Source: an optimization exercise on an open RTL-to-GDS flow (aim: small area). Production flows keep margins and buffers that such runs may drop. Function was checked by simulation only, so behaviour that the tests miss may differ from the original. Power figures rest on the tool's default switching activity, not on a simulated workload.

File: run.sh
#!/bin/bash
# synth_recipe.tcl (not shown) runs the flow's synth.tcl, then flattens the netlist and writes it again
# the make line also repeats each setting of config.mk as NAME=value (left out here)
make -C /OpenROAD-flow-scripts/flow DESIGN_CONFIG=/design/flow/config.mk WORK_HOME=/design/flow/orfs CLKGATE_MAP_FILE= SYNTH_SCRIPT=/design/flow/synth_recipe.tcl finish
File: config.mk
export PLATFORM = sky130hd
export DESIGN_NAME = lx32_system
export DESIGN_NICKNAME = lx32_system
export VERILOG_FILES = /design/flow/design.v
export SDC_FILE = /design/flow/constraint.sdc
export NUM_CORES = 4
export LEC_CHECK = 0
export ABC_CLOCK_PERIOD_IN_PS = 11500
export CAP_MARGIN = 0
export CORE_MARGIN = 2
export CORE_UTILIZATION = 50
export CTS_CLUSTER_DIAMETER = 80
export CTS_CLUSTER_SIZE = 25
export PLACE_DENSITY = 0.55
export SETUP_SLACK_MARGIN = 0.2
export SLEW_MARGIN = 0
export SYNTH_HIERARCHICAL = 1
File: constraint.sdc
create_clock -name core_clock -period 13.0 [get_ports {clk}]
set_input_delay 2.6000 -clock core_clock [delete_from_list [all_inputs] [get_ports {clk}]]
set_output_delay 2.6000 -clock core_clock [all_outputs]
set_load 0.01 [all_outputs]
File: design.v
module c_nand2 (input logic a, b, output logic y); assign y = ~(a & b); endmodule
module c_nand3 (input logic a, b, c, output logic y); assign y = ~(a & b & c); endmodule
module c_nand4 (input logic a, b, c, d, output logic y); assign y = ~(a & b & c & d); endmodule
module c_and4 (input logic a, b, c, d, output logic y); assign y = a & b & c & d; endmodule
module c_or3 (input logic a, b, c, output logic y); assign y = a | b | c; endmodule
module c_o21ai (input logic a1, a2, b1, output logic y); assign y = ~((a1 | a2) & b1); endmodule
module c_o22ai (input logic a1, a2, b1, b2, output logic y);
  assign y = ~((a1 | a2) & (b1 | b2));
endmodule
module c_a222oi (input logic a1, a2, b1, b2, c1, c2, output logic y);
  assign y = ~((a1 & a2) | (b1 & b2) | (c1 & c2));
endmodule
module rf_wbit (input logic q, we_n, wd_n, output logic d);
  logic h;
  c_nand2 u_h (.a(q), .b(we_n), .y(h));
  c_o21ai u_d (.a1(we_n), .a2(wd_n), .b1(h), .y(d));
endmodule
module rf_rbit (input logic [31:1] s, input logic [31:1] q, output logic y);
  logic [10:0] t;
  genvar k;
  generate
    for (k = 0; k < 10; k++) begin : g_t
      c_a222oi u (.a1(s[3*k+1]), .a2(q[3*k+1]), .b1(s[3*k+2]), .b2(q[3*k+2]),
                  .c1(s[3*k+3]), .c2(q[3*k+3]), .y(t[k]));
    end
  endgenerate
  c_nand2 u31 (.a(s[31]), .b(q[31]), .y(t[10]));
  logic p0, p1, p2;
  c_nand4 n0 (.a(t[0]), .b(t[1]), .c(t[2]), .d(t[3]), .y(p0));
  c_nand4 n1 (.a(t[4]), .b(t[5]), .c(t[6]), .d(t[7]), .y(p1));
  c_nand3 n2 (.a(t[8]), .b(t[9]), .c(t[10]), .y(p2));
  c_or3 o (.a(p0), .b(p1), .c(p2), .y(y));
endmodule
module rf_rbit_x (input logic [32:1] s, input logic [32:1] q, output logic y);
  logic [11:0] t;
  genvar k;
  generate
    for (k = 0; k < 10; k++) begin : g_t
      c_a222oi u (.a1(s[3*k+1]), .a2(q[3*k+1]), .b1(s[3*k+2]), .b2(q[3*k+2]),
                  .c1(s[3*k+3]), .c2(q[3*k+3]), .y(t[k]));
    end
  endgenerate
  c_nand2 u31 (.a(s[31]), .b(q[31]), .y(t[10]));
  c_nand2 u32 (.a(s[32]), .b(q[32]), .y(t[11]));
  logic p0, p1, p2;
  c_nand4 n0 (.a(t[0]), .b(t[1]), .c(t[2]), .d(t[3]), .y(p0));
  c_nand4 n1 (.a(t[4]), .b(t[5]), .c(t[6]), .d(t[7]), .y(p1));
  c_nand4 n2 (.a(t[8]), .b(t[9]), .c(t[10]), .d(t[11]), .y(p2));
  c_or3 o (.a(p0), .b(p1), .c(p2), .y(y));
endmodule
module add_sk #(parameter int W = 32) (
  input  logic [W-1:0] a, b,
  input  logic         ci,
  output logic [W-1:0] s, g, p,
  output logic         co
);
  logic [W-1:0] G [0:6];
  logic [W-1:0] P [0:6];
  always_comb begin
    g = a & b;
    p = a ^ b;
    G[0] = g; P[0] = p;
    G[0][0] = g[0] | (p[0] & ci);
    for (int l = 0; l < 6; l++) begin
      G[l+1] = G[l]; P[l+1] = P[l];
      for (int i = 0; i < W; i++) begin
        if (((i >> l) & 1) && (((i >> l) << l) - 1) < W) begin
          G[l+1][i] = G[l][i] | (P[l][i] & G[l][((i >> l) << l) - 1]);
          P[l+1][i] = P[l][i] & P[l][((i >> l) << l) - 1];
        end
      end
    end
  end
  assign s  = p ^ {G[6][W-2:0], ci};
  assign co = G[6][W-1];
endmodule
module inc #(parameter int W = 8) (input logic [W-1:0] a, output logic [W-1:0] s, output logic co);
  logic [W:0] c;
  assign c[0] = 1'b1;
  genvar i;
  generate
    for (i = 0; i < W; i++) begin : g_i
      assign s[i]   = a[i] ^ c[i];
      assign c[i+1] = a[i] & c[i];
    end
  endgenerate
  assign co = c[W];
endmodule
module dec #(parameter int W = 8) (input logic [W-1:0] a, output logic [W-1:0] s);
  logic [W:0] b;
  assign b[0] = 1'b1;
  genvar i;
  generate
    for (i = 0; i < W; i++) begin : g_i
      assign s[i]   = a[i] ^ b[i];
      assign b[i+1] = ~a[i] & b[i];
    end
  endgenerate
endmodule
module add_rc #(parameter int W = 8) (input logic [W-1:0] a, b, output logic [W-1:0] s, output logic co);
  logic [W:0] c;
  assign c[0] = 1'b0;
  genvar i;
  generate
    for (i = 0; i < W; i++) begin : g_i
      assign s[i]   = a[i] ^ b[i] ^ c[i];
      assign c[i+1] = (a[i] & b[i]) | (c[i] & (a[i] ^ b[i]));
    end
  endgenerate
  assign co = c[W];
endmodule
module shifter (
  input  logic [31:0] a,
  input  logic [4:0]  sh,
  input  logic        left,
  input  logic        fill,
  output logic [31:0] y
);
  logic [31:0] x [0:5];
  logic [4:0]  sh_n;
  logic        left_n, fill_n;
  assign sh_n   = ~sh;
  assign left_n = ~left;
  assign fill_n = ~fill;
  genvar i, k;
  generate
    for (i = 0; i < 32; i++) begin : g_rev
      c_o22ai u (.a1(left_n), .a2(a[31-i]), .b1(left), .b2(a[i]), .y(x[0][i]));
    end
    for (k = 0; k < 5; k++) begin : g_st
      for (i = 0; i < 32; i++) begin : g_b
        if (i + (1 << k) < 32) begin : g_in
          c_o22ai u (.a1(sh[k]), .a2(x[k][i]), .b1(sh_n[k]), .b2(x[k][i + (1 << k)]), .y(x[k+1][i]));
        end else begin : g_fill
          c_o22ai u (.a1(sh[k]), .a2(x[k][i]), .b1(sh_n[k]), .b2((k % 2 == 0) ? fill_n : fill), .y(x[k+1][i]));
        end
      end
    end
  endgenerate
  assign y = x[5];
endmodule
module lx32_system (
  input  logic        clk,
  input  logic        rst,
  output logic [31:0] pc_out,
  input  logic [31:0] instr,
  output logic [31:0] mem_addr,
  output logic [31:0] mem_wdata,
  input  logic [31:0] mem_rdata,
  output logic        mem_we
);
  logic [6:0] op;
  logic [4:0] rd, ra1, ra2;
  logic [2:0] f3;
  assign op  = instr[6:0];
  assign rd  = instr[11:7];
  assign f3  = instr[14:12];
  assign ra1 = instr[19:15];
  assign ra2 = instr[24:20];
  logic is_lui, is_auipc, is_jal, is_jalr, is_br, is_ld, is_st, is_opi, is_op, alu_op;
  assign is_lui   = (op == 7'b0110111);
  assign is_auipc = (op == 7'b0010111);
  assign is_jal   = (op == 7'b1101111);
  assign is_jalr  = (op == 7'b1100111);
  assign is_br    = (op == 7'b1100011);
  assign is_ld    = (op == 7'b0000011);
  assign is_st    = (op == 7'b0100011);
  assign is_opi   = (op == 7'b0010011);
  assign is_op    = (op == 7'b0110011);
  assign alu_op   = is_op | is_opi;
  logic is_u, sgn;
  logic [31:0] imm_a;
  assign is_u  = is_lui | is_auipc;
  assign sgn   = instr[31];
  assign imm_a[0]     = is_st ? instr[7] : ((is_u | is_jal) ? 1'b0 : instr[20]);
  assign imm_a[4:1]   = is_st ? instr[11:8] : (is_u ? 4'b0 : instr[24:21]);
  assign imm_a[10:5]  = is_u ? 6'b0 : instr[30:25];
  assign imm_a[11]    = is_u ? 1'b0 : (is_jal ? instr[20] : sgn);
  assign imm_a[19:12] = (is_u | is_jal) ? instr[19:12] : {8{sgn}};
  assign imm_a[31:20] = is_u ? instr[31:20] : {12{sgn}};
  logic [12:1] imm_b;
  assign imm_b = {instr[31], instr[7], instr[30:25], instr[11:8]};
  logic [31:1] pc;
  logic [31:1] next_pc;
  always_ff @(posedge clk or posedge rst) begin
    if (rst) pc <= '0;
    else     pc <= next_pc;
  end
  assign pc_out = {pc, 1'b0};
  logic [31:0] rf [1:31];
  logic [31:0] rf_d [1:31];
  logic [31:1] valid;
  logic [31:0] wd_n;
  logic        reg_write;
  logic [31:1] we_n;
  genvar gi, gb;
  generate
    for (gi = 1; gi < 32; gi++) begin : g_rf
      assign we_n[gi] = ~(reg_write & (rd == gi));
      for (gb = 0; gb < 32; gb++) begin : g_b
        rf_wbit u_w (.q(rf[gi][gb]), .we_n(we_n[gi]), .wd_n(wd_n[gb]), .d(rf_d[gi][gb]));
      end
      always_ff @(posedge clk) rf[gi] <= rf_d[gi];
      always_ff @(posedge clk or posedge rst) begin
        if (rst) valid[gi] <= 1'b0;
        else if (!we_n[gi]) valid[gi] <= 1'b1;
      end
    end
  endgenerate
  logic        a_pc;
  logic [32:1] s1;
  logic [31:1] s2;
  assign a_pc = is_auipc | is_jal;
  always_comb begin
    for (int i = 1; i < 32; i++) begin
      s1[i] = valid[i] & (ra1 == i) & ~(is_lui | a_pc);
      s2[i] = valid[i] & (ra2 == i);
    end
    s1[32] = a_pc;
  end
  logic [31:0] rs1, rs2;
  generate
    for (gb = 0; gb < 32; gb++) begin : g_rd
      logic [32:1] qc;
      for (gi = 1; gi < 32; gi++) begin : g_q
        assign qc[gi] = rf[gi][gb];
      end
      if (gb == 0) begin : g_pc0
        assign qc[32] = 1'b0;
        rf_rbit u_r1 (.s(s1[31:1]), .q(qc[31:1]), .y(rs1[gb]));
      end else begin : g_pcn
        assign qc[32] = pc[gb];
        rf_rbit_x u_r1 (.s(s1), .q(qc), .y(rs1[gb]));
      end
      rf_rbit u_r2 (.s(s2), .q(qc[31:1]), .y(rs2[gb]));
    end
  endgenerate
  logic        use_rs2, sub;
  logic [31:0] b, bx, sum, g, p;
  logic        cout;
  assign use_rs2 = is_op | is_br;
  assign sub     = is_br | (alu_op & (f3[2:1] == 2'b01)) | (is_op & (f3 == 3'b000) & instr[30]);
  assign b       = use_rs2 ? rs2 : imm_a;
  assign bx      = b ^ {32{sub}};
  add_sk #(.W(32)) u_add (.a(rs1), .b(bx), .ci(sub), .s(sum), .g(g), .p(p), .co(cout));
  logic lt_u, lt_s, eq;
  assign lt_u = ~cout;
  assign lt_s = p[31] ? lt_u : rs1[31];   
  assign eq   = &p;                       
  logic [31:0] sh;
  shifter u_sh (.a(rs1), .sh(b[4:0]), .left(~f3[2]), .fill(f3[2] & instr[30] & rs1[31]), .y(sh));
  logic [12:1] pc4_lo, bt_lo;
  logic [31:13] pc_hi, inc_hi, dec_hi;
  logic        c_lo, c_bt;
  assign pc_hi = pc[31:13];
  inc #(.W(11)) u_inc_lo (.a(pc[12:2]), .s(pc4_lo[12:2]), .co(c_lo));
  assign pc4_lo[1] = pc[1];
  inc #(.W(19)) u_inc_hi (.a(pc_hi), .s(inc_hi), .co());
  dec #(.W(19)) u_dec_hi (.a(pc_hi), .s(dec_hi));
  add_rc #(.W(12)) u_bt (.a(pc[12:1]), .b(imm_b), .s(bt_lo), .co(c_bt));
  logic cond, taken;
  assign cond  = f3[2] ? (f3[1] ? lt_u : lt_s) : eq;
  assign taken = cond ^ (f3[0] & (f3[2] | ~f3[1]));
  logic to_alu, to_bt, to_seq;
  assign to_alu = is_jalr | is_jal;
  assign to_bt  = is_br & taken;
  assign to_seq = ~to_alu & ~to_bt;
  logic hi_inc, hi_dec, hi_same;
  assign hi_inc  = (to_bt & c_bt & ~sgn) | (to_seq & c_lo);
  assign hi_dec  = to_bt & ~c_bt & sgn;
  assign hi_same = ~to_alu & ~hi_inc & ~hi_dec;
  always_comb begin
    next_pc[12:1]  = ({12{to_alu}} & sum[12:1]) | ({12{to_bt}} & bt_lo) | ({12{to_seq}} & pc4_lo);
    next_pc[31:13] = ({19{to_alu}} & sum[31:13]) | ({19{hi_inc}} & inc_hi)
                   | ({19{hi_dec}} & dec_hi) | ({19{hi_same}} & pc_hi);
  end
  logic sel_add, sel_p, sel_g, sel_sr, sel_sl, sel_lt, sel_ld, sel_link;
  assign reg_write = is_lui | is_auipc | is_jal | is_jalr | is_ld | alu_op;
  assign sel_add  = (alu_op & (f3 == 3'b000)) | is_lui | is_auipc;
  assign sel_p    = alu_op & (f3 == 3'b100 || f3 == 3'b110);
  assign sel_g    = alu_op & (f3 == 3'b111 || f3 == 3'b110);
  assign sel_sr   = alu_op & (f3 == 3'b101);
  assign sel_sl   = alu_op & (f3 == 3'b001);
  assign sel_lt   = alu_op & (f3[2:1] == 2'b01);
  assign sel_ld   = is_ld;
  assign sel_link = is_jal | is_jalr;
  logic sel_link_inc, sel_link_pc;
  assign sel_link_inc = sel_link & c_lo;
  assign sel_link_pc  = sel_link & ~c_lo;
  logic lt;
  assign lt = f3[0] ? lt_u : lt_s;
  generate
    for (gb = 0; gb < 32; gb++) begin : g_wd
      logic t1, t2, t3, t4;
      c_a222oi u_t1 (.a1(sel_add), .a2(sum[gb]), .b1(sel_p), .b2(p[gb]), .c1(sel_g), .c2(g[gb]), .y(t1));
      c_a222oi u_t2 (.a1(sel_sr), .a2(sh[gb]), .b1(sel_sl), .b2(sh[31-gb]), .c1(sel_ld), .c2(mem_rdata[gb]), .y(t2));
      if (gb == 0) begin : g_b0
        c_nand2 u_t3 (.a(sel_lt), .b(lt), .y(t3));
        assign t4 = 1'b1;
      end else if (gb < 13) begin : g_blo
        c_nand2 u_t3 (.a(sel_link), .b(pc4_lo[gb]), .y(t3));
        assign t4 = 1'b1;
      end else begin : g_bhi
        c_nand2 u_t3 (.a(sel_link_inc), .b(inc_hi[gb]), .y(t3));
        c_nand2 u_t4 (.a(sel_link_pc), .b(pc_hi[gb]), .y(t4));
      end
      c_and4 u_o (.a(t1), .b(t2), .c(t3), .d(t4), .y(wd_n[gb]));
    end
  endgenerate
  assign mem_addr  = sum;
  assign mem_wdata = rs2;
  assign mem_we    = is_st;
endmodule
==> results of run 1 <==
## area by class of cell
cell class	instances	area, µm²	share of cell area [%]
multi-input cells	4004	24700	47.2
flip-flops and latches	1054	21400	40.8
repair buffers	313	2780	5.30
well taps	1243	1560	2.97
clock buffers	61	1370	2.60
inverters	98	368	0.701
clock inverters	11	178	0.339
diodes	19	47.5	0.0906
## flip-flops by register name (all words and copies together) (netlist names)
register	cells
valid	31
rf	992
pc	31
## cell families (layout without fill, tap and decap cells)
logic type / count (synthesis) / in the layout / share of synthesized area (%)
compound gates: 2084 / 2084 / 31.5
fa+ha+maj: 95 / 95 / 2.83
buf+inv: 171 / 483 / 1.74
xor+xnor: 52 / 52 / 0.978
simple gates: 1754 / 1754 / 16.9
mux: 5 / 5 / 0.107
flops: 1054 / 1054 / 46.0
other cells: 2 / 33 / 0.0161
## tightest hold or removal path: stages, from the launching register on
cell	delay (ns)
dfxtp_1	0.33
nand2_1	0.06
o21ai_1	0.05
## cell usage after synthesis (all sizes together), types with 3 or more instances
cell type  number
xor2           13
o22ai         192
nor2           52
nor3           19
mux2i           5
o21ai        1025
o21bai          3
buf            46
o211ai         20
o221ai          8
nand2b         36
nand2        1202
inv            98
nor3b           3
fa             17
o311ai          4
a222oi        704
a22oi          19
a21oi          38
o311a           3
nand4         174
xnor2          39
nor2b          12
nand3          56
or3            70
dfrtp          62
and3           62
a21o           23
and4           37
ha             78
a31oi          10
and2           11
a22o           13
dfxtp         992
nor4            6
a221oi          5
clkbuf         27
## Yosys stat by module (local to each module, per instance), excerpt
module / cells / cell area [µm²] / copies in the design
c_nand2: 1 / 3.75 / 1138
c_or3: 1 / 6.26 / 64
c_and4: 1 / 8.76 / 32
c_a222oi: 1 / 10.0 / 704
c_o21ai: 1 / 5.00 / 992
lx32_system: 1599 / 24800 / 1
c_nand3: 1 / 5.00 / 33
shifter: 7 / 26.3 / 1
c_nand4: 1 / 6.26 / 159
## routing by layer
layer  track usage [%]  vias to the layer above
met5             0.354                        -
met2              62.0                     4094
li1                  -                    21599
met3              13.4                      719
met4              27.3                       22
met1              60.2                    23331
## power by group through the flow
stage	combinational [mW]	clock [mW]	sequential, mW
finish	0.708	1.93	3.52
floorplan	0.441	0	3.50
global route	0.760	2.04	3.53
CTS	0.683	1.93	3.51
global placement	0.673	0	3.58
detailed placement	0.680	0	3.58
## placed cells by master (no fill, tap or decap), types with 21 or more instances in the layout
master and n:
and4_1 24, nand2_1 1173, and3_2 41, inv_1 95
nand2b_1 36, and3_1 21, dfxtp_1 992, ha_1 78
xnor2_1 39, nand4_1 174, o21ai_1 994, or3_1 70
nand2_2 29, clkdlybuf4s50_1 161, nand3_1 53, dfrtp_1 62
a21oi_1 35, o21ai_0 29, clkbuf_16 52, a222oi_1 704
o22ai_1 192, nor2_1 45, buf_4 150
## final timing paths
kind                                           start                     to  slack [ns]  cells after the start
worst max-delay path                        instr[5]           mem_addr[23]        0.18                     20
min in group asynchronous                        rst       pc[24]$_DFF_PP0_        2.46                      3
worst min register to register    rf[29][26]$_DFF_P_     rf[29][26]$_DFF_P_        0.48                      2
worst max register to register  valid[6]$_DFFE_PP0P_       pc[16]$_DFF_PP0_        5.01                     25
worst min-delay path              rf[29][26]$_DFF_P_     rf[29][26]$_DFF_P_        0.48                      2
max in group asynchronous                        rst  valid[22]$_DFFE_PP0P_        9.81                      3
## stage by stage
stage,hold slack [ns],setup WS [ns]
finish,0.478,0.182
global route,0.491,0.252
CTS,0.478,0.793
detailed placement,0.464,0.809
global placement,0.458,0.970
floorplan,0.440,0.261
==> impl_results.md, run 1 <==
* Status: timing/DRC/antenna clean
* Die span in y at 309 µm
* # setup viols final at 0
* Post-CTS setup buffer count at 0
* CTS tree: yes
* Async SR Flop Fraction at 5.88%
* CP endpoint kind: output pin
* Largest net degree at the start of global routing at 66
* Routed wire per std cell at 32.6 µm
* Fillers at 8725
* Register area share after synthesis at 46.0%
* Worst clock skew at 0.0502 ns
* Synth Cell Area at 46600 µm²
* Max Freq at 78.0 MHz
* Cells after DPL at 6712
* Slew HR at 17.0%
* Clock root cell: clkbuf_16
* Synth Flop Type: dfxtp_1
* Initial antenna violation count at 32
* CTS Buf Count at 51
* CTS max path bufs at 3
* Total Wirelength at 222 mm
* Fin cells at 6803
* Routed Antenna Nets at 0
* Max_cap viols at 0
* DR iter-0 viols at 12175
* Combinational power share at 11.5%
* First-pass GRT wire length at 312 mm
* Synthesized netlist cell count at 5217
* CTS sink cnt at 1054
* Min cycle time layout at 12.82 ns
* Number of enable flip-flop cells after synthesis at 0
* Dpl hpwl at 148 mm
* Clk pwr share at 31.3%
* GPL Wtd Cong at 1.06
* Cell mode on critical path: nand4_1
* Final period utilization at 98.6%
* Clk pin slew, worst setup/hold paths at 0.10 ns
* CP bufs+invs at 3
* Synth unique cells at 77
* Top cell type's share of synthesized area at 42.6%
* Critical Path Max Stage Delay at 0.99 ns
* Vias in the first global route at 43460
* Area leader, netlist: dfxtp_1
* Max Used Layer: met5
* WP data required at 10.40 ns
* Number of core rows at 111
* P&R area growth vs syn at 12.6%
* Pint at 4.44 mW
* Met1 wire length at 83.4 mm
* DRC at 0
* Pwr/cell area at 117 nW/µm²
* Boundary pin count at 163
* Skew-Pair Late Insertion Delay at 0.73 ns
* Die Area at 95600 µm²
* Drt pass-1 iters at 14
* Switch share at 28.0%
* Initial Utilization at 50.7%
* Final Power at 6.16 mW
* Post-route design area at 52500 µm²
* Startpoint types: primary input
* Worst VDD drop at 0.000118 V
* Net Switching at 1.72 mW
* Vias at 49765
* Core Box Area at 91900 µm²
* Vias per cell at 7.32
* Main area contributors after synthesis: dfxtp_1 43%, a222oi_1 15%, o21ai_1 11%
* RSZ-0062 raised after global routing: false
* Fin nets at 5683
* Metal3 WL at 34.4 mm
* Final Hold Fails at 0
* Grt ovf at 0
* Final Util at 57.0%
* Cts hold-fix bufs at 0
* Cts repair resizes at 0
* Hold Crit Class: reg -> reg
* Die W at 309 µm
* Yosys reg bits at 1054
* Max H-tree Level at 2
* Setup_tns at 0 ns
* Port Buf Inserts at 161
* Average size of a mapped cell at 8.93 µm²
* Total Routing Usage GR at 44.5%
* Synth warn at 15
* Crit path kind: in -> out
* P_leak at 18.0 nW
* Delay-heaviest family, CP: simple AND/OR/NAND/NOR gates
* CP arrival at 10.22 ns
* Cell Area, Placed at 50900 µm²
* Slowest-stage cell, CP: a222oi_1
* Cells along the critical path: clkdlybuf4s50_1, and2b_1, nand4_1, clkinv_1, nand2_1, nand2_1, nor3_1, and3_2, a222oi_1, nand4_1, or3_1, ha_1, and4_1, nand4_1, a31oi_2, o21ai_2, a21boi_2, nor2_1, o311ai_1, clkdlybuf4s50_1
* Met2 wire length at 87.7 mm
* Layout cells sized above 1 at 6.44%
* CP Max Fanout at 9
* Worst-Margin Slew at 1.24 ns
* Slew Limit Fails at 0
* Flop pwr share at 57.2%
==> run 2: changes to the inputs <==
==> flow/run.sh (new file) <==
#!/bin/bash
# The standard layout (standard.sh: standard synthesis, then ORFS to
# finish), with one change: the port buffers are sky130_fd_sc_hd__buf_1
# instead of the flow's default pick. make's full output goes to
# standard_flow.log here; ORFS's own per-step logs are under orfs/logs/.
set -uo pipefail
export BUFFER_PORTS_ARGS="-buffer_cell sky130_fd_sc_hd__buf_1"
bash standard.sh > standard_flow.log 2>&1
==> standard.sh (new file) <==
#!/bin/bash
# synth_recipe.tcl (not shown) runs the flow's synth.tcl, then flattens the netlist and writes it again
# the make line also repeats each setting of config.mk as NAME=value (left out here)
make -C /OpenROAD-flow-scripts/flow DESIGN_CONFIG=/design/flow/config.mk WORK_HOME=/design/flow/orfs CLKGATE_MAP_FILE= SYNTH_SCRIPT=/design/flow/synth_recipe.tcl "${@:-finish}"
--- a/config.mk
+++ b/config.mk
@@ -11,5 +11,5 @@
 export CORE_UTILIZATION = 50
 export CTS_CLUSTER_DIAMETER = 80
-export CTS_CLUSTER_SIZE = 25
+export CTS_CLUSTER_SIZE = 30
 export PLACE_DENSITY = 0.55
 export SETUP_SLACK_MARGIN = 0.2
removed: run.sh
==> run 2 against run 1 <==
Highest routed layer unchanged. Core utilization fell by 1.5 points. Synthesized cell count did not move. Sequential power hardly changed. Clock-buffer cell count fell by 2. Fmax rose by 10%. Clock skew fell by 0.0042 ns. Routed wire length is 2.2% lower. Sequential share of layout area is 1.1 points higher. Clock power hardly changed. Hold slack better by 0.0038 ns. Still clean. First-iteration DRC count decreased by 12%. Die area is the same.
==> impl_results.md, run 2 <==
* Clock root cell: clkbuf_16 (unchanged)
* Max_cap viols at 0 (unchanged)
* Largest net degree at the start of global routing at 66 (unchanged)
* Synth Area in XOR/XNOR at 0.978% (unchanged)
* Startpoint types: primary input (unchanged)
* Max H-tree Level at 2 (unchanged)
* P_leak at 17.4 nW (was 18.0 nW)
* Die W at 309 µm (unchanged)
* Reg-to-Reg End: pc[16]$_DFF_PP0_ (unchanged)
* Average size of a mapped cell at 8.93 µm² (unchanged)
* Number of core rows at 111 (unchanged)
* CTS Buf Count at 46 (was 51)
* Slew HR at 16.8% (was 17.0%)
* Pwr/cell area at 119 nW/µm² (was 117 nW/µm²)
* Crit path kind: in -> out (unchanged)
* CP Depth at 23 (was 20)
* Worst Hold Depth at 2 (unchanged)
* Initial antenna violation count at 24 (was 32)
* Slew Limit Fails at 0 (unchanged)
* Number of enable flip-flop cells after synthesis at 0 (unchanged)
* Delay-heaviest family, CP: simple AND/OR/NAND/NOR gates (unchanged)
* Worst VDD drop at 0.000139 V (was 0.000118 V)
* Biggest regs: rf (992), pc (31), valid (31) (unchanged)
* RR Startpoint: valid[30]$_DFFE_PP0P_ (was valid[6]$_DFFE_PP0P_)
* # setup viols final at 0 (unchanged)
* Met2 wire length at 88.4 mm (was 87.7 mm)
* R2r setup slk at 4.82 ns (was 5.01 ns)
* Metal3 WL at 32.5 mm (was 34.4 mm)
* Core Box Area at 91900 µm² (unchanged)
* Most frequent cells in the layout: 1173 x nand2_1, 994 x o21ai_1, 992 x dfxtp_1 (unchanged)
* First-pass GRT wire length at 306 mm (was 312 mm)
* DRC at 0 (unchanged)
* Die span in y at 309 µm (unchanged)
* WP data required at 10.40 ns (about the same)
* Worst Min Path Start: rf[8][28]$_DFF_P_ (was rf[29][26]$_DFF_P_)
* Routed wire per std cell at 32.1 µm (was 32.6 µm)
* Worst slack at placement at 1.66 ns (was 0.809 ns)
* Total Wirelength at 217 mm (was 222 mm)
* Area leader, netlist: dfxtp_1 (unchanged)
* Final period utilization at 89.7% (was 98.6%)
* Largest family of logic cells by synthesized area: compound AO/OA/AOI/OAI gates (unchanged)
* Post-synthesis mux area share at 0.107% (unchanged)
* Grt ovf at 0 (unchanged)
* Post-synthesis adder-cell area fraction at 2.83% (unchanged)
* Clk pin slew, worst setup/hold paths at 0.11 ns (was 0.10 ns)
* CP Max Fanout at 32 (was 9)
* Synth unique cells at 77 (unchanged)
* CP endpoint kind: output pin (unchanged)
* Worst r2r path cells at 24 (was 25)
* Critical Path Max Stage Delay at 1.00 ns (was 0.99 ns)
* Vias at 48665 (was 49765)
* Final Power at 6.06 mW (was 6.16 mW)
* Drt pass-1 iters at 15 (was 14)
* Post-route design area at 51100 µm² (was 52500 µm²)
* Cells along the critical path: buf_1, and2b_1, nand4_1, clkinv_1, nand2_1, nand2_1, nor4_1, and3_2, a222oi_1, nand4_1, or3_1, inv_1, fa_1, inv_1, fa_1, a211o_1, nand3_1, a31oi_2, o21ai_2, a21boi_2, nor2_1, o311ai_1, buf_1 (was clkdlybuf4s50_1, and2b_1, nand4_1, clkinv_1, nand2_1, nand2_1, nor3_1, and3_2, a222oi_1, nand4_1, or3_1, ha_1, and4_1, nand4_1, a31oi_2, o21ai_2, a21boi_2, nor2_1, o311ai_1, clkdlybuf4s50_1)
* Synth Cell Area at 46600 µm² (unchanged)
* Post-route setup slack at 1.34 ns (was 0.182 ns)
* Vias per cell at 7.20 (was 7.32)
* Main area contributors after synthesis: dfxtp_1 43%, a222oi_1 15%, o21ai_1 11% (unchanged)
* Setup_tns at 0 ns (unchanged)
* Final Hold Fails at 0 (unchanged)
* P&R area growth vs syn at 9.60% (was 12.6%)
* Most common cell in the synthesized netlist: nand2_1 (unchanged)
* Post-CTS setup buffer count at 0 (unchanged)
* GPL Wtd Cong at 1.06 (about the same)
* Max Freq at 85.8 MHz (was 78.0 MHz)
* Synth Area in Simple Gates at 16.9% (unchanged)
* Cts hold-fix bufs at 0 (unchanged)
* CTS sink cnt at 1054 (unchanged)
* Worst-Margin Slew at 1.24 ns (about the same)
* Yosys reg bits at 1054 (unchanged)
* DR iter-0 viols at 10773 (was 12175)
* Vias in the first global route at 42507 (was 43460)
* Min cycle time layout at 11.66 ns (was 12.82 ns)
* Skew-Pair Late Insertion Delay at 0.72 ns (was 0.73 ns)
* Die Area at 95600 µm² (unchanged)
* Cell Area, Placed at 49500 µm² (was 50900 µm²)
* Async SR Flop Fraction at 5.88% (unchanged)
* Top cells by count, synth: 1202 x nand2_1, 994 x o21ai_1, 992 x dfxtp_1 (unchanged)
* Synthesized netlist cell count at 5217 (unchanged)
* WHS at 0.482 ns (was 0.478 ns)
* Routed Antenna Nets at 0 (unchanged)
* CTS tree: yes (unchanged)
* Initial Utilization at 50.7% (unchanged)
* Largest register by flop count: rf (unchanged)
* CTS max path bufs at 3 (unchanged)
* Register area share after synthesis at 46.0% (unchanged)
* Fin nets at 5637 (was 5683)
* Synth Area in Compound Gates at 31.5% (unchanged)
* RSZ-0062 raised after global routing: false (unchanged)
* CP arrival at 9.06 ns (was 10.22 ns)
* Synth Flop Type: dfxtp_1 (unchanged)
* Dpl hpwl at 143 mm (was 148 mm)
* Synth warn at 15 (unchanged)
* Cts repair resizes at 0 (unchanged)
* Hold EP: rf[8][28]$_DFF_P_ (was rf[29][26]$_DFF_P_)
* Commonest non-fill, non-tap cell in the layout: nand2_1 (unchanged)
* Top cell type's share of synthesized area at 42.6% (unchanged)
* Layout cells sized above 1 at 5.74% (was 6.44%)
* Slowest-stage cell, CP: and3_2 (was a222oi_1)
* Hold Crit Class: reg -> reg (unchanged)
* Total Routing Usage GR at 43.6% (was 44.5%)
* Worst clock skew at 0.0460 ns (was 0.0502 ns)
* Status: timing/DRC/antenna clean (unchanged)
* CP bufs+invs at 5 (was 3)
* Met1 wire length at 81.6 mm (was 83.4 mm)
* Max FFs per register at 992 (unchanged)
* Boundary pin count at 163 (unchanged)
* Max Used Layer: met5 (unchanged)
* Port Buf Inserts at 161 (unchanged)
## run 2: cell counts after synthesis
No cell type changed its count.
## run 2: worst max-delay path by stage
stage / from / to / slack [ns]
floorplan: instr[24] / mem_addr[26] / 0.26
CTS: instr[4] / mem_addr[23] / 1.62
global route: instr[24] / mem_addr[23] / 1.16
finish: instr[4] / mem_addr[23] / 1.34
detailed placement: instr[4] / mem_addr[23] / 1.66
global placement: instr[4] / mem_addr[23] / 1.76
## run 2: per-layer routing
metal | global-route usage (%) | vias to the layer above
li1 | - | 21526
met5 | 0 | -
met1 | 57.6 | 22909
met4 | 25.0 | 16
met2 | 62.3 | 3596
met3 | 14.1 | 618
## run 2: through the flow
step / util [%] / instances
final: 55.5 / 6761
after global routing: 55.5 / 6753
after CTS: 55.5 / 6749
after detailed placement: 53.8 / 6671
after global placement: 53.8 / 6671
after floorplan: - / 5229
## run 2: cell families after synthesis
kind of cell,after synthesis
AND/OR/NAND/NOR,1754
other,2
adder cells (fa/ha/maj),95
multiplexers,5
AO/OA/AOI/OAI,2084
flip-flops,1054
XOR/XNOR,52
buffers and inverters,171
## run 2: area by class of cell
cell class	instances	area (µm²)
Inverter	98	368
Clock inverter	19	254
Timing Repair Buffer	272	1440
Tap cell	1243	1560
Fill cell	8883	40900
Multi-Input combinational cell	4004	24700
Clock buffer	59	1270
Sequential cell	1054	21400
Antenna cell	12	30.0
## run 2: worst reg2reg max path: cells and delay by family (launching register included)
kind	cells	cell delay, ns
AOI/OAI and AO/OA	10	2.06
adders and majority gates	1	0.36
muxes	1	0.16
buffers and inverters	2	0.81
and+or+nand+nor	9	4.03
xor gates and xnor gates	1	0.19
DFF	1	0.40
## run 2: report_power, final
part	total, mW	switching (mW)	leakage, nW	internal, mW
Sequential	3.52	0.169	8.80	3.35
Combinational	0.637	0.416	7.82	0.221
Clock	1.90	1.15	0.734	0.753
Total	6.06	1.74	17.4	4.32
## run 2: per-module statistics from Yosys, one instance, submodules excluded, a selection
module	cells inside	copies in the design
shifter	7	1
c_o22ai	1	192
lx32_system	1599	1
c_nand2	1	1138
c_a222oi	1	704
c_o21ai	1	992
==> run 3: changes to the inputs <==
--- a/config.mk
+++ b/config.mk
@@ -10,6 +10,6 @@
 export CORE_MARGIN = 2
 export CORE_UTILIZATION = 50
-export CTS_CLUSTER_DIAMETER = 80
-export CTS_CLUSTER_SIZE = 30
+export CTS_CLUSTER_DIAMETER = 100
+export CTS_CLUSTER_SIZE = 20
 export PLACE_DENSITY = 0.55
 export SETUP_SLACK_MARGIN = 0.2
==> run 3 against run 2 <==
Sequential power is essentially flat. Worst setup slack lost 0.0075 ns. Fmax is essentially flat. Sequential cell count is the same. Largest cell class unchanged.
==> impl_results.md, run 3 <==
* Status: timing/DRC/antenna clean (unchanged)
* Vias in the first global route at 42727 (was 42507)
* Synth Cell Area at 46600 µm² (unchanged)
* Skew-Pair Late Insertion Delay at 0.72 ns (about the same)
* Fin nets at 5650 (was 5637)
* Slew Limit Fails at 0 (unchanged)
* DR iter-0 viols at 10378 (was 10773)
* Startpoint types: primary input (unchanged)
* Die Area at 95600 µm² (unchanged)
* Synth warn at 15 (unchanged)
* Area leader, netlist: dfxtp_1 (unchanged)
* Cells after DPL at 6671 (unchanged)
* Worst Min Path Start: rf[8][30]$_DFF_P_ (was rf[8][28]$_DFF_P_)
* Initial Utilization at 50.7% (unchanged)
* Number of core rows at 111 (unchanged)
* CTS Buf Count at 59 (was 46)
* Largest register by flop count: rf (unchanged)
* Cts hold-fix bufs at 0 (unchanged)
* Average size of a mapped cell at 8.93 µm² (unchanged)
* DRC at 0 (unchanged)
* Max Freq at 85.7 MHz (was 85.8 MHz)
* WP data required at 10.40 ns (about the same)
* Initial antenna violation count at 20 (was 24)
* Vias per cell at 7.23 (was 7.20)
* Crit path kind: in -> out (unchanged)
* Die span in y at 309 µm (unchanged)
* Clock root cell: clkbuf_16 (unchanged)
* Synth unique cells at 77 (unchanged)
* CTS tree: yes (unchanged)
* Final period utilization at 89.7% (about the same)
* Register area share after synthesis at 46.0% (unchanged)
* Yosys reg bits at 1054 (unchanged)
* Vias at 48825 (was 48665)
* Post-CTS setup buffer count at 0 (unchanged)
* Max FFs per register at 992 (unchanged)
* P_leak at 17.4 nW (about the same)
* RR Startpoint: valid[30]$_DFFE_PP0P_ (unchanged)
* Setup_tns at 0 ns (unchanged)
* # setup viols final at 0 (unchanged)
* Largest net degree at the start of global routing at 66 (unchanged)
* CTS sink cnt at 1054 (unchanged)
* Most frequent cells in the layout: 1173 x nand2_1, 994 x o21ai_1, 992 x dfxtp_1 (unchanged)
* Pwr/cell area at 119 nW/µm² (about the same)
* Final Util at 55.6% (was 55.5%)
* Number of enable flip-flop cells after synthesis at 0 (unchanged)
* Biggest regs: rf (992), pc (31), valid (31) (unchanged)
* Top cell type's share of synthesized area at 42.6% (unchanged)
* Max H-tree Level at 2 (unchanged)
* Commonest non-fill, non-tap cell in the layout: nand2_1 (unchanged)
* Clk pin slew, worst setup/hold paths at 0.08 ns (was 0.11 ns)
* Worst slack at placement at 1.66 ns (unchanged)
* RSZ-0062 raised after global routing: false (unchanged)
* Worst r2r path cells at 24 (unchanged)
* Slew HR at 18.3% (was 16.8%)
* Worst clock skew at 0.0357 ns (was 0.0460 ns)
* Port Buf Inserts at 161 (unchanged)
* Total Wirelength at 217 mm (about the same)
* Synth Flop Type: dfxtp_1 (unchanged)
* CP arrival at 9.06 ns (about the same)
* Synthesized netlist cell count at 5217 (unchanged)
* Max_cap viols at 0 (unchanged)
* Total Routing Usage GR at 43.6% (about the same)
* Final Hold Fails at 0 (unchanged)
* First-pass GRT wire length at 306 mm (about the same)
* Drt pass-1 iters at 14 (was 15)
* CP endpoint kind: output pin (unchanged)
* Fin cells at 6757 (was 6761)
* Main area contributors after synthesis: dfxtp_1 43%, a222oi_1 15%, o21ai_1 11% (unchanged)
* Crit path launch: instr[4] (unchanged)
* Worst VDD drop at 0.000120 V (was 0.000139 V)
* Min cycle time layout at 11.66 ns (about the same)
* Grt ovf at 0 (unchanged)
* Async SR Flop Fraction at 5.88% (unchanged)
* Routed wire per std cell at 32.1 µm (about the same)
* Worst-Margin Slew at 1.22 ns (was 1.24 ns)
* Routed Antenna Nets at 0 (unchanged)
* Hold Crit Class: reg -> reg (unchanged)
* Cts repair resizes at 0 (unchanged)
* CTS max path bufs at 3 (unchanged)
* Top cells by count, synth: 1202 x nand2_1, 994 x o21ai_1, 992 x dfxtp_1 (unchanged)
* Boundary pin count at 163 (unchanged)
* Most common cell in the synthesized netlist: nand2_1 (unchanged)
* Dpl hpwl at 143 mm (unchanged)
* GPL Wtd Cong at 1.06 (unchanged)
* CP Max Fanout at 32 (unchanged)
* Post-route setup slack at 1.34 ns (about the same)
* P&R area growth vs syn at 9.75% (was 9.60%)
* Layout cells sized above 1 at 5.69% (was 5.74%)
* Worst Hold Depth at 2 (unchanged)
* Die W at 309 µm (unchanged)
* Core Box Area at 91900 µm² (unchanged)
run 3: cell types whose count changed in the layout (fill, tap and decap cells not counted), moves of 2 or more:
cell	previous run	this run
inv_12	2	0
inv_16	3	0
clkbuf_16	48	59
clkinvlp_4	3	0
inv_6	4	2
clkbuf_8	3	1
run 3: cell families (layout without fill, tap and decap cells):
family / count (synthesis) / in the layout / synth area share [%]
compound gates: 2084 / 2084 / 31.5
simple gates: 1754 / 1754 / 16.9
flops: 1054 / 1054 / 46.0
buf+inv: 171 / 444 / 1.74
fa+ha+maj: 95 / 95 / 2.83
xor+xnor: 52 / 52 / 0.978
mux: 5 / 5 / 0.107
other cells: 2 / 26 / 0.0161
run 3: area by class of cell:
type	instances	area (µm²)
multi-input cells	4004	24700
inverters	98	368
flip-flops and latches	1054	21400
clock buffers	67	1520
diodes	12	30.0
fillers	8874	40800
repair buffers	272	1440
well taps	1243	1560
clock inverters	7	78.8
run 3: Yosys stat by module (local to each module, per instance), a selection:
module       flip-flops and latches  times used
c_a222oi                          0         704
c_and4                            0          32
c_nand2                           0        1138
c_nand3                           0          33
c_nand4                           0         159
c_o21ai                           0         992
c_o22ai                           0         192
c_or3                             0          64
lx32_system                    1054           1
shifter                           0           1
run 3: critical path: stages:
cell and delay [ns]:
buf_1 0.34, and2b_1 0.28, nand4_1 0.16, clkinv_1 0.17, nand2_1 0.18, nand2_1 0.31
nor3_1 0.57, and3_2 0.99, a222oi_1 0.22, nand4_1 0.25, or3_1 0.29, inv_1 0.10
fa_1 0.43, inv_1 0.08, fa_1 0.22, a211o_1 0.17, nand3_1 0.14, a31oi_2 0.34
o21ai_2 0.15, a21boi_2 0.22, nor2_1 0.10, o311ai_1 0.50, buf_1 0.22
run 3: report_power, final:
part	leakage (nW)	switching [mW]	internal [mW]
Sequential	8.80	0.169	3.35
Clock	0.782	1.12	0.830
Combinational	7.82	0.416	0.221
Total	17.4	1.70	4.40
run 3: metal layers:
layer  wire length, µm  track usage, %  part of all wire (%)
met3             32900            14.3                    15
met5                88               0                 0.041
met4             14700            25.3                   6.8
met2             88000            62.4                    41
met1             81300            57.4                    37
run 3: worst paths after layout:
check / to / slack, ns
min reg2reg: rf[8][30]$_DFF_P_ / 0.48
max: mem_addr[23] / 1.34
min: rf[8][30]$_DFF_P_ / 0.48
min in group asynchronous: pc[31]$_DFF_PP0_ / 1.76
max reg2reg: pc[17]$_DFF_PP0_ / 4.92
max in group asynchronous: valid[13]$_DFFE_PP0P_ / 10.07
run 3: through the flow:
step / hold slack (ns) / total power [mW] / area [µm²]
final: 0.477 / 6.10 / 51100
after detailed placement: 0.462 / 4.19 / 49500
after global routing: 0.493 / 6.29 / 51100
after global placement: 0.458 / 4.18 / 49500
after CTS: 0.476 / 6.09 / 51100
after floorplan: 0.440 / 3.95 / 46600
==> run 4: changes to the inputs <==
--- a/design.v
+++ b/design.v
@@ -2,4 +2,5 @@
 module c_nand3 (input logic a, b, c, output logic y); assign y = ~(a & b & c); endmodule
 module c_nand4 (input logic a, b, c, d, output logic y); assign y = ~(a & b & c & d); endmodule
+module c_and3 (input logic a, b, c, output logic y); assign y = a & b & c; endmodule
 module c_and4 (input logic a, b, c, d, output logic y); assign y = a & b & c & d; endmodule
 module c_or3 (input logic a, b, c, output logic y); assign y = a | b | c; endmodule
@@ -181,11 +182,10 @@
   logic [12:1] imm_b;
   assign imm_b = {instr[31], instr[7], instr[30:25], instr[11:8]};
-  logic [31:1] pc;
   logic [31:1] next_pc;
   always_ff @(posedge clk or posedge rst) begin
-    if (rst) pc <= '0;
-    else     pc <= next_pc;
+    if (rst) pc_out[31:1] <= '0;
+    else     pc_out[31:1] <= next_pc;
   end
-  assign pc_out = {pc, 1'b0};
+  assign pc_out[0] = 1'b0;
   logic [31:0] rf [1:31];
   logic [31:0] rf_d [1:31];
@@ -230,5 +230,5 @@
         rf_rbit u_r1 (.s(s1[31:1]), .q(qc[31:1]), .y(rs1[gb]));
       end else begin : g_pcn
-        assign qc[32] = pc[gb];
+        assign qc[32] = pc_out[gb];
         rf_rbit_x u_r1 (.s(s1), .q(qc), .y(rs1[gb]));
       end
@@ -251,12 +251,11 @@
   shifter u_sh (.a(rs1), .sh(b[4:0]), .left(~f3[2]), .fill(f3[2] & instr[30] & rs1[31]), .y(sh));
   logic [12:1] pc4_lo, bt_lo;
-  logic [31:13] pc_hi, inc_hi, dec_hi;
+  logic [31:13] inc_hi, dec_hi;
   logic        c_lo, c_bt;
-  assign pc_hi = pc[31:13];
-  inc #(.W(11)) u_inc_lo (.a(pc[12:2]), .s(pc4_lo[12:2]), .co(c_lo));
-  assign pc4_lo[1] = pc[1];
-  inc #(.W(19)) u_inc_hi (.a(pc_hi), .s(inc_hi), .co());
-  dec #(.W(19)) u_dec_hi (.a(pc_hi), .s(dec_hi));
-  add_rc #(.W(12)) u_bt (.a(pc[12:1]), .b(imm_b), .s(bt_lo), .co(c_bt));
+  inc #(.W(11)) u_inc_lo (.a(pc_out[12:2]), .s(pc4_lo[12:2]), .co(c_lo));
+  assign pc4_lo[1] = pc_out[1];
+  inc #(.W(19)) u_inc_hi (.a(pc_out[31:13]), .s(inc_hi), .co());
+  dec #(.W(19)) u_dec_hi (.a(pc_out[31:13]), .s(dec_hi));
+  add_rc #(.W(12)) u_bt (.a(pc_out[12:1]), .b(imm_b), .s(bt_lo), .co(c_bt));
   logic cond, taken;
   assign cond  = f3[2] ? (f3[1] ? lt_u : lt_s) : eq;
@@ -273,5 +272,5 @@
     next_pc[12:1]  = ({12{to_alu}} & sum[12:1]) | ({12{to_bt}} & bt_lo) | ({12{to_seq}} & pc4_lo);
     next_pc[31:13] = ({19{to_alu}} & sum[31:13]) | ({19{hi_inc}} & inc_hi)
-                   | ({19{hi_dec}} & dec_hi) | ({19{hi_same}} & pc_hi);
+                   | ({19{hi_dec}} & dec_hi) | ({19{hi_same}} & pc_out[31:13]);
   end
   logic sel_add, sel_p, sel_g, sel_sr, sel_sl, sel_lt, sel_ld, sel_link;
@@ -297,13 +296,13 @@
       if (gb == 0) begin : g_b0
         c_nand2 u_t3 (.a(sel_lt), .b(lt), .y(t3));
-        assign t4 = 1'b1;
+        c_and3 u_o (.a(t1), .b(t2), .c(t3), .y(wd_n[gb]));
       end else if (gb < 13) begin : g_blo
         c_nand2 u_t3 (.a(sel_link), .b(pc4_lo[gb]), .y(t3));
-        assign t4 = 1'b1;
+        c_and3 u_o (.a(t1), .b(t2), .c(t3), .y(wd_n[gb]));
       end else begin : g_bhi
         c_nand2 u_t3 (.a(sel_link_inc), .b(inc_hi[gb]), .y(t3));
-        c_nand2 u_t4 (.a(sel_link_pc), .b(pc_hi[gb]), .y(t4));
+        c_nand2 u_t4 (.a(sel_link_pc), .b(pc_out[gb]), .y(t4));
+        c_and4 u_o (.a(t1), .b(t2), .c(t3), .d(t4), .y(wd_n[gb]));
       end
-      c_and4 u_o (.a(t1), .b(t2), .c(t3), .d(t4), .y(wd_n[gb]));
     end
   endgenerate
--- a/config.mk
+++ b/config.mk
@@ -11,5 +11,5 @@
 export CORE_UTILIZATION = 50
 export CTS_CLUSTER_DIAMETER = 100
-export CTS_CLUSTER_SIZE = 20
+export CTS_CLUSTER_SIZE = 25
 export PLACE_DENSITY = 0.55
 export SETUP_SLACK_MARGIN = 0.2
==> run 4 against run 3 <==
Combinational power fell by 15%. Sequential power down 3%. Sequential cell count unchanged. Hold slack barely moved. Final area fell by 0.44%. Final cell count decreased by 0.13%. Worst setup slack got worse by 0.60 ns. Fmax fell by 4.9%. Critical path depth unchanged. Synthesized cell count about the same. Largest cell class unchanged.
==> impl_results.md, run 4 <==
* RSZ-0062 raised after global routing: false (unchanged)
* Number of enable flip-flop cells after synthesis at 0 (unchanged)
* CTS tree: yes (unchanged)
* DR iter-0 viols at 11816 (was 10378)
* Synth warn at 17 (was 15)
* Port Buf Inserts at 161 (unchanged)
* Slowest-stage cell, CP: and3_2 (unchanged)
* Total Wirelength at 215 mm (was 217 mm)
* CP Max Fanout at 32 (unchanged)
* Cells along the critical path: buf_1, and2b_1, nand4_1, clkinv_1, a21oi_2, nand2_1, nor3_1, and3_2, a222oi_1, nand4_1, or3_1, inv_1, fa_1, inv_1, fa_1, a211o_1, nand3_1, a31oi_2, o21ai_2, a21oi_1, o211ai_1, a211oi_1, buf_1 (was buf_1, and2b_1, nand4_1, clkinv_1, nand2_1, nand2_1, nor3_1, and3_2, a222oi_1, nand4_1, or3_1, inv_1, fa_1, inv_1, fa_1, a211o_1, nand3_1, a31oi_2, o21ai_2, a21boi_2, nor2_1, o311ai_1, buf_1)
* Yosys reg bits at 1054 (unchanged)
* CTS Buf Count at 49 (was 59)
* Most common cell in the synthesized netlist: nand2_1 (unchanged)
* # setup viols final at 0 (unchanged)
* Status: timing/DRC/antenna clean (unchanged)
* Clock root cell: clkbuf_16 (unchanged)
* Layout cells sized above 1 at 5.48% (was 5.69%)
* Fin cells at 6748 (was 6757)
* RR Startpoint: valid[23]$_DFFE_PP0P_ (was valid[30]$_DFFE_PP0P_)
* Vias at 48875 (was 48825)
* Slew HR at 5.75% (was 18.3%)
* Top cell type's share of synthesized area at 42.7% (was 42.6%)
* Post-route design area at 50900 µm² (was 51100 µm²)
* Worst VDD drop at 0.000124 V (was 0.000120 V)
* Worst slack at placement at 1.21 ns (was 1.66 ns)
* First-pass GRT wire length at 304 mm (was 306 mm)
* GPL Wtd Cong at 1.03 (was 1.06)
* Dpl hpwl at 142 mm (was 143 mm)
* Min cycle time layout at 12.26 ns (was 11.66 ns)
* Average size of a mapped cell at 8.93 µm² (about the same)
* Cells after DPL at 6667 (was 6671)
* Hold Crit Class: reg -> reg (unchanged)
* Register area share after synthesis at 46.0% (about the same)
* Main area contributors after synthesis: dfxtp_1 43%, a222oi_1 15%, o21ai_1 11% (unchanged)
* Max H-tree Level at 2 (unchanged)
* Crit path launch: instr[4] (unchanged)
* Synth unique cells at 77 (unchanged)
* Max Freq at 81.6 MHz (was 85.7 MHz)
* Skew-Pair Late Insertion Delay at 0.71 ns (was 0.72 ns)
* Cell Area, Placed at 49500 µm² (about the same)
* Fillers at 8721 (was 8874)
* Drt pass-1 iters at 12 (was 14)
* Commonest non-fill, non-tap cell in the layout: nand2_1 (unchanged)
* Number of core rows at 111 (unchanged)
* CTS max path bufs at 3 (unchanged)
* WP data required at 10.40 ns (about the same)
* Startpoint types: primary input (unchanged)
* Crit path kind: in -> out (unchanged)
* Critical Path Max Stage Delay at 0.89 ns (was 0.99 ns)
* Initial antenna violation count at 26 (was 20)
* Biggest regs: rf (992), pc_out (31), valid (31) (was rf (992), pc (31), valid (31))
* Total Routing Usage GR at 43.2% (was 43.6%)
* Die span in y at 309 µm (about the same)
* Largest register by flop count: rf (unchanged)
* Async SR Flop Fraction at 5.88% (unchanged)
* Worst-Margin Slew at 1.41 ns (was 1.22 ns)
* Cts hold-fix bufs at 0 (unchanged)
* Max FFs per register at 992 (unchanged)
* Post-route setup slack at 0.738 ns (was 1.34 ns)
* Routed wire per std cell at 31.9 µm (was 32.1 µm)
* Vias per cell at 7.24 (was 7.23)
* CTS sink cnt at 1054 (unchanged)
* Core Box Area at 91900 µm² (unchanged)
* DRC at 0 (unchanged)
* Worst clock skew at 0.0531 ns (was 0.0357 ns)
* Grt ovf at 0 (unchanged)
* Final Hold Fails at 0 (unchanged)
* P&R area growth vs syn at 9.35% (was 9.75%)
* Initial Utilization at 50.6% (was 50.7%)
* Die Area at 95600 µm² (about the same)
* Slew Limit Fails at 0 (unchanged)
* Area leader, netlist: dfxtp_1 (unchanged)
* Synth Flop Type: dfxtp_1 (unchanged)
* Routed Antenna Nets at 0 (unchanged)
* Synth Cell Area at 46600 µm² (about the same)
* P_leak at 16.8 nW (was 17.4 nW)
* Final Power at 5.76 mW (was 6.10 mW)
* Synthesized netlist cell count at 5216 (was 5217)
* Boundary pin count at 163 (unchanged)
* Largest net degree at the start of global routing at 66 (unchanged)
* Pwr/cell area at 113 nW/µm² (was 119 nW/µm²)
* Clk pin slew, worst setup/hold paths at 0.10 ns (was 0.08 ns)
* Most frequent cells in the layout: 1173 x nand2_1, 994 x o21ai_1, 992 x dfxtp_1 (unchanged)
* Die W at 309 µm (about the same)
* Max_cap viols at 0 (unchanged)
* Worst Min Path Start: rf[23][19]$_DFF_P_ (was rf[8][30]$_DFF_P_)
* Final period utilization at 94.3% (was 89.7%)
* Setup_tns at 0 ns (unchanged)
* Top cells by count, synth: 1202 x nand2_1, 994 x o21ai_1, 992 x dfxtp_1 (unchanged)
* Fin nets at 5636 (was 5650)
* Post-CTS setup buffer count at 0 (unchanged)
* Vias in the first global route at 42339 (was 42727)
* Cts repair resizes at 0 (unchanged)
* CP endpoint kind: output pin (unchanged)
* CP arrival at 9.66 ns (was 9.06 ns)
[run 4: worst max-delay path, delay by kind of cell]
family	cells	cell delay [ns]
and+or+nand+nor	8	2.89
AOI/OAI and AO/OA	8	2.47
buffers and inverters	5	1.03
adders and majority gates	2	0.64
[run 4: cell type report]
type | count | area (µm²) | share of cell area [%]
clock inverter | 7 | 130 | 0.256
timing repair buffer | 281 | 1510 | 2.96
sequential | 1054 | 21400 | 42.1
clock buffer | 57 | 1260 | 2.47
antenna | 17 | 42.5 | 0.0836
inverter | 98 | 368 | 0.723
multi-input combinational | 3991 | 24600 | 48.4
tap | 1243 | 1560 | 3.06
[run 4: path summary, 6_finish.rpt]
path / to / slack (ns) / cells after the start
setup / recovery: mem_addr[30] / 0.74 / 23
hold / removal: rf[23][19]$_DFF_P_ / 0.48 / 2
setup reg to reg: pc_out[20]$_DFF_PP0_ / 5.04 / 25
hold reg to reg: rf[23][19]$_DFF_P_ / 0.48 / 2
max in group asynchronous: valid[6]$_DFFE_PP0P_ / 10.21 / 3
min in group asynchronous: pc_out[6]$_DFF_PP0_ / 2.18 / 3
[run 4: cell families (layout without fill, tap and decap cells)]
kind of cell,after synthesis,after routing,share of synthesized area (%)
flip-flops,1054,1054,46.0
buffers and inverters,171,443,1.74
multiplexers,5,5,0.108
AO/OA/AOI/OAI,2084,2084,31.5
XOR/XNOR,52,52,0.978
adder cells (fa/ha/maj),95,95,2.83
other,1,18,0.00806
AND/OR/NAND/NOR,1754,1754,16.9
[run 4: routing by layer]
metal,global-route usage [%],vias to the layer above,share of wire [%]
li1,-,21530,-
met1,58.4,23065,38
met2,59.5,3663,39
met3,13.3,605,15
met4,27.6,12,7.7
met5,0,-,0.037
[run 4: metrics by stage]
step                      hold WS, ns  utilization, %
final                           0.477            55.4
after global routing            0.495            55.3
after CTS                       0.478            55.3
after detailed placement        0.463            53.8
after global placement          0.458            53.8
after floorplan                 0.440               -
[run 4: power by group]
| part | total (mW) | leakage (nW) | internal (mW) | switching (mW) |
|---|---|---|---|---|
| logic | 0.541 | 7.34 | 0.184 | 0.356 |
| clock network | 1.82 | 0.671 | 0.722 | 1.10 |
| registers | 3.39 | 8.78 | 3.28 | 0.109 |
[run 4: per-module statistics from Yosys (local to each module, per instance), a selection]
module       cells inside  copies in the design  flip-flops and latches  cell area [µm²]
c_and3                  1                    13                       0             6.26
c_a222oi                1                   704                       0             10.0
c_o22ai                 1                   192                       0             6.26
c_nand4                 1                   159                       0             6.26
c_nand3                 1                    33                       0             5.00
c_nand2                 1                  1138                       0             3.75
c_or3                   1                    64                       0             6.26
lx32_system          1598                     1                    1054            24800
c_and4                  1                    19                       0             8.76
shifter                 7                     1                       0             26.3
c_o21ai                 1                   992                       0             5.00
==> run 5: changes to the inputs <==
--- a/design.v
+++ b/design.v
@@ -5,4 +5,8 @@
 module c_and4 (input logic a, b, c, d, output logic y); assign y = a & b & c & d; endmodule
 module c_or3 (input logic a, b, c, output logic y); assign y = a | b | c; endmodule
+module c_nor2 (input logic a, b, output logic y); assign y = ~(a | b); endmodule
+module c_nand2b (input logic a_n, b, output logic y); assign y = a_n | ~b; endmodule
+module c_xor2 (input logic a, b, output logic y); assign y = a ^ b; endmodule
+module c_xnor2 (input logic a, b, output logic y); assign y = ~(a ^ b); endmodule
 module c_o21ai (input logic a1, a2, b1, output logic y); assign y = ~((a1 | a2) & b1); endmodule
 module c_o22ai (input logic a1, a2, b1, b2, output logic y);
@@ -89,11 +93,19 @@
 endmodule
 module dec #(parameter int W = 8) (input logic [W-1:0] a, output logic [W-1:0] s);
-  logic [W:0] b;
-  assign b[0] = 1'b1;
+  logic [W:0] b, nb;
+  assign b[0]  = 1'b1;
+  assign s[0]  = ~a[0];
   genvar i;
   generate
     for (i = 0; i < W; i++) begin : g_i
-      assign s[i]   = a[i] ^ b[i];
-      assign b[i+1] = ~a[i] & b[i];
+      if (i == 0) begin : g_0
+        assign b[1] = ~a[0];
+      end else if (i % 2 == 0) begin : g_e
+        c_nor2 u_c (.a(a[i]), .b(nb[i]), .y(b[i+1]));
+        c_xnor2 u_s (.a(a[i]), .b(nb[i]), .y(s[i]));
+      end else begin : g_o
+        c_nand2b u_c (.a_n(a[i]), .b(b[i]), .y(nb[i+1]));
+        c_xor2 u_s (.a(a[i]), .b(b[i]), .y(s[i]));
+      end
     end
   endgenerate
==> flow/run.sh (replaced) <==
#!/bin/bash
set -uo pipefail
export BUFFER_PORTS_ARGS="-buffer_cell sky130_fd_sc_hd__buf_1"
export CTS_ARGS="-sink_clustering_enable -repair_clock_nets -sink_clustering_size 25 -sink_clustering_max_diameter 100 -dont_use_dummy_load"
bash standard.sh > standard_flow.log 2>&1
==> run 5 against run 4 <==
Synthesized cell count decreased by 0.31%. Still clean. Routed wire length increased by 0.63%. Hold slack improved by 0.0023 ns. Combinational power increased by 1%. Final cell count decreased by 0.25%. Critical endpoint is now mem_addr[23].
==> impl_results.md, run 5 <==
* Fin cells at 6731 (was 6748)
* Crit path kind: in -> out (unchanged)
* CTS max path bufs at 3 (unchanged)
* Startpoint types: primary input (unchanged)
* Core Box Area at 91900 µm² (unchanged)
* Synth unique cells at 77 (unchanged)
* Skew-Pair Late Insertion Delay at 0.72 ns (was 0.71 ns)
* Fin nets at 5621 (was 5636)
* Commonest non-fill, non-tap cell in the layout: nand2_1 (unchanged)
* CP endpoint kind: output pin (unchanged)
* Status: timing/DRC/antenna clean (unchanged)
* Average size of a mapped cell at 8.93 µm² (about the same)
* DRC at 0 (unchanged)
* Top cell type's share of synthesized area at 42.7% (about the same)
* Routed Antenna Nets at 0 (unchanged)
* Final Power at 5.69 mW (was 5.76 mW)
* Die span in y at 309 µm (about the same)
* Max Freq at 84.1 MHz (was 81.6 MHz)
* Number of enable flip-flop cells after synthesis at 0 (unchanged)
* Drt pass-1 iters at 13 (was 12)
* Die Area at 95400 µm² (was 95600 µm²)
* Final Hold Fails at 0 (unchanged)
* CTS tree: yes (unchanged)
* RSZ-0062 raised after global routing: false (unchanged)
* Worst Hold Depth at 2 (unchanged)
* DR iter-0 viols at 11609 (was 11816)
* P&R area growth vs syn at 9.35% (about the same)
* Initial antenna violation count at 22 (was 26)
* Biggest regs: rf (992), pc_out (31), valid (31) (unchanged)
* Initial Utilization at 50.5% (was 50.6%)
* Yosys reg bits at 1054 (unchanged)
* Max_cap viols at 0 (unchanged)
* Area of the multi-input gates at 24700 µm² (was 24600 µm²)
* Top cells by count, synth: 1202 x nand2_1, 994 x o21ai_1, 992 x dfxtp_1 (unchanged)
* Routed wire per std cell at 32.2 µm (was 31.9 µm)
* Synth Cell Area at 46500 µm² (was 46600 µm²)
* Dpl hpwl at 145 mm (was 142 mm)
* Hold EP: rf[21][21]$_DFF_P_ (was rf[23][19]$_DFF_P_)
* WP data required at 10.40 ns (about the same)
* Area leader, netlist: dfxtp_1 (unchanged)
* CP Max Fanout at 32 (unchanged)
* Total Routing Usage GR at 43.7% (was 43.2%)
* Most common cell in the synthesized netlist: nand2_1 (unchanged)
* Fillers at 8880 (was 8721)
* Max FFs per register at 992 (unchanged)
* Worst clock skew at 0.112 ns (was 0.0531 ns)
* Cts hold-fix bufs at 0 (unchanged)
* Clock root cell: clkbuf_16 (unchanged)
* Final Util at 55.3% (was 55.4%)
* Layout cells sized above 1 at 5.81% (was 5.48%)
* CTS Buf Count at 50 (was 49)
* Pwr/cell area at 112 nW/µm² (was 113 nW/µm²)
* Port Buf Inserts at 161 (unchanged)
* Synth warn at 17 (unchanged)
* Boundary pin count at 163 (unchanged)
* Cts repair resizes at 0 (unchanged)
* Cells after DPL at 6668 (was 6667)
* Slew Limit Fails at 0 (unchanged)
* Die W at 309 µm (about the same)
* Reg-to-Reg End: pc_out[18]$_DFF_PP0_ (was pc_out[20]$_DFF_PP0_)
* P_leak at 16.6 nW (was 16.8 nW)
* Main area contributors after synthesis: dfxtp_1 43%, a222oi_1 15%, o21ai_1 11% (unchanged)
* Final period utilization at 91.4% (was 94.3%)
* CTS sink cnt at 1054 (unchanged)
* # setup viols final at 0 (unchanged)
* Synthesized netlist cell count at 5200 (was 5216)
* Clk pin slew, worst setup/hold paths at 0.04 ns (was 0.10 ns)
* Hold Crit Class: reg -> reg (unchanged)
* Worst Min Path Start: rf[21][21]$_DFF_P_ (was rf[23][19]$_DFF_P_)
* Vias in the first global route at 42825 (was 42339)
* Vias at 48877 (was 48875)
* Async SR Flop Fraction at 5.88% (unchanged)
* Setup_tns at 0 ns (unchanged)
* Worst VDD drop at 0.000106 V (was 0.000124 V)
* CP arrival at 9.28 ns (was 9.66 ns)
* Max H-tree Level at 2 (unchanged)
* Vias per cell at 7.26 (was 7.24)
* Slew HR at 2.21% (was 5.75%)
* Sequential cell area at 21400 µm² (unchanged)
* First-pass GRT wire length at 308 mm (was 304 mm)
* Register area share after synthesis at 46.1% (was 46.0%)
* R2r setup slk at 5.38 ns (was 5.04 ns)
* Largest net degree at the start of global routing at 66 (unchanged)
* Most frequent cells in the layout: 1173 x nand2_1, 994 x o21ai_1, 992 x dfxtp_1 (unchanged)
* Post-CTS setup buffer count at 0 (unchanged)
* Min cycle time layout at 11.88 ns (was 12.26 ns)
* Synth Flop Type: dfxtp_1 (unchanged)
* Worst-Margin Slew at 1.47 ns (was 1.41 ns)
* RR Startpoint: valid[14]$_DFFE_PP0P_ (was valid[23]$_DFFE_PP0P_)
* Total Wirelength at 217 mm (was 215 mm)
* Number of core rows at 111 (unchanged)
* Worst r2r path cells at 25 (unchanged)
* Grt ovf at 0 (unchanged)
* Largest register by flop count: rf (unchanged)
* GPL Wtd Cong at 1.05 (was 1.03)
[run 5: cell type report]
class                      instances  share of cell area, %
timing repair buffer             299                   3.23
tap                             1243                   3.06
multi-input combinational       4008                   48.6
clock buffer                      50                   2.46
sequential                      1054                   42.1
antenna                           13                 0.0640
inverter                          64                  0.473
[run 5: per-layer routing]
layer  track usage [%]  vias up  routed length, µm
met4              27.6       10              15400
met3              12.1      581              31900
met5                 0        -                 68
li1                  -    21492                  -
met2              61.5     3744              87100
met1              58.9    23050              82100
[run 5: cells by family after synthesis]
group / count (synthesis) / share of synthesized area, %
flops: 1054 / 46.1
fa+ha+maj: 78 / 2.38
buf+inv: 138 / 1.48
xor+xnor: 69 / 1.30
mux: 5 / 0.108
simple gates: 1771 / 17.1
compound gates: 2084 / 31.6
other cells: 1 / 0.00807
[run 5: metrics by stage]
stage / setup WS [ns] / instance area (µm²) / hold WS [ns]
6_report: 1.12 / 50800 / 0.479
5_1_grt: 0.825 / 50800 / 0.495
4_1_cts: 1.31 / 50800 / 0.477
3_5_place_dp: 1.30 / 49500 / 0.463
3_3_place_gp: 1.40 / 49500 / 0.458
2_1_floorplan: 0.261 / 46500 / 0.440
[run 5: worst max-delay path by stage]
stage,from,to,slack [ns],depth (start not counted)
after floorplan,instr[24],mem_addr[26],0.26,21
after global placement,instr[5],mem_addr[26],1.40,23
after detailed placement,instr[4],mem_addr[23],1.30,23
after CTS,instr[4],mem_addr[23],1.31,23
after global routing,instr[4],mem_addr[23],0.82,23
final,instr[4],mem_addr[23],1.12,23
[run 5: power by group]
group / internal [mW] / switching (mW)
clock network: 0.687 / 1.05
logic: 0.189 / 0.361
registers: 3.28 / 0.113
total: 4.16 / 1.53
[run 5: critical path: stages]
cell and delay (ns):
buf_1 0.38, and2b_1 0.28, nand4_1 0.16, inv_1 0.11, nand2_1 0.13, nand2_1 0.41
nor3_1 0.64, and3_2 0.97, a222oi_1 0.23, nand4_1 0.22, or3_1 0.30, inv_1 0.11
fa_1 0.43, inv_1 0.08, fa_1 0.23, a211o_1 0.20, nand3_1 0.14, a31oi_2 0.36
o21ai_2 0.15, a21boi_2 0.23, nor2_1 0.11, o311ai_1 0.56, buf_1 0.21
[run 5: modules after synthesis (local to each module, per instance), a selection]
module	times used	cell area [µm²]	flip-flops and latches	cells
c_a222oi	704	10.0	0	1
c_and3	13	6.26	0	1
c_and4	19	8.76	0	1
c_nand2b	9	6.26	0	1
c_nand3	33	5.00	0	1
c_nor2	8	3.75	0	1
c_o21ai	992	5.00	0	1
c_or3	64	6.26	0	1
c_xnor2	9	8.76	0	1
lx32_system	1	24800	1054	1598
shifter	1	26.3	0	7

-- afterwards: timing with drivers on the ports --
No port has a modelled driver above. Below, the same layouts with a new extraction and two added sets of constraints.
Step 1 (the two cells are an assumption about what drives the block):
set clk [get_ports {clk}]
set_driving_cell -lib_cell sky130_fd_sc_hd__clkbuf_16 $clk
set_driving_cell -lib_cell sky130_fd_sc_hd__buf_2 [delete_from_list [all_inputs] $clk]
Step 2 moves the port delays by t, midway between the first and last clock arrival at a register: inputs arrive t later, outputs are due t later. That takes back most of the time a late clock gives input paths.
a / b / c = ideal ports / drivers / drivers and shift; a / b = the first two.
| run | t (ns) | setup WS [ns] | cell pins on the clock port's net |
|---|---|---|---|
| run 1 | 0.782 | 0.182 / 0.154 / 0.154 | 1 |
| run 2 | 0.771 | 1.344 / 1.317 / 1.317 | 1 |
| run 3 | 0.780 | 1.336 / 1.309 / 1.309 | 1 |
| run 4 | 0.760 | 0.738 / 0.659 / 0.659 | 1 |
| run 5 | 0.736 | 1.116 / 1.087 / 1.087 | 1 |
After both steps every run listed still meets setup and hold. For run 4, which loses most, drivers alone change the setup slack by -0.079 ns; drivers and shift together by -0.079 ns.
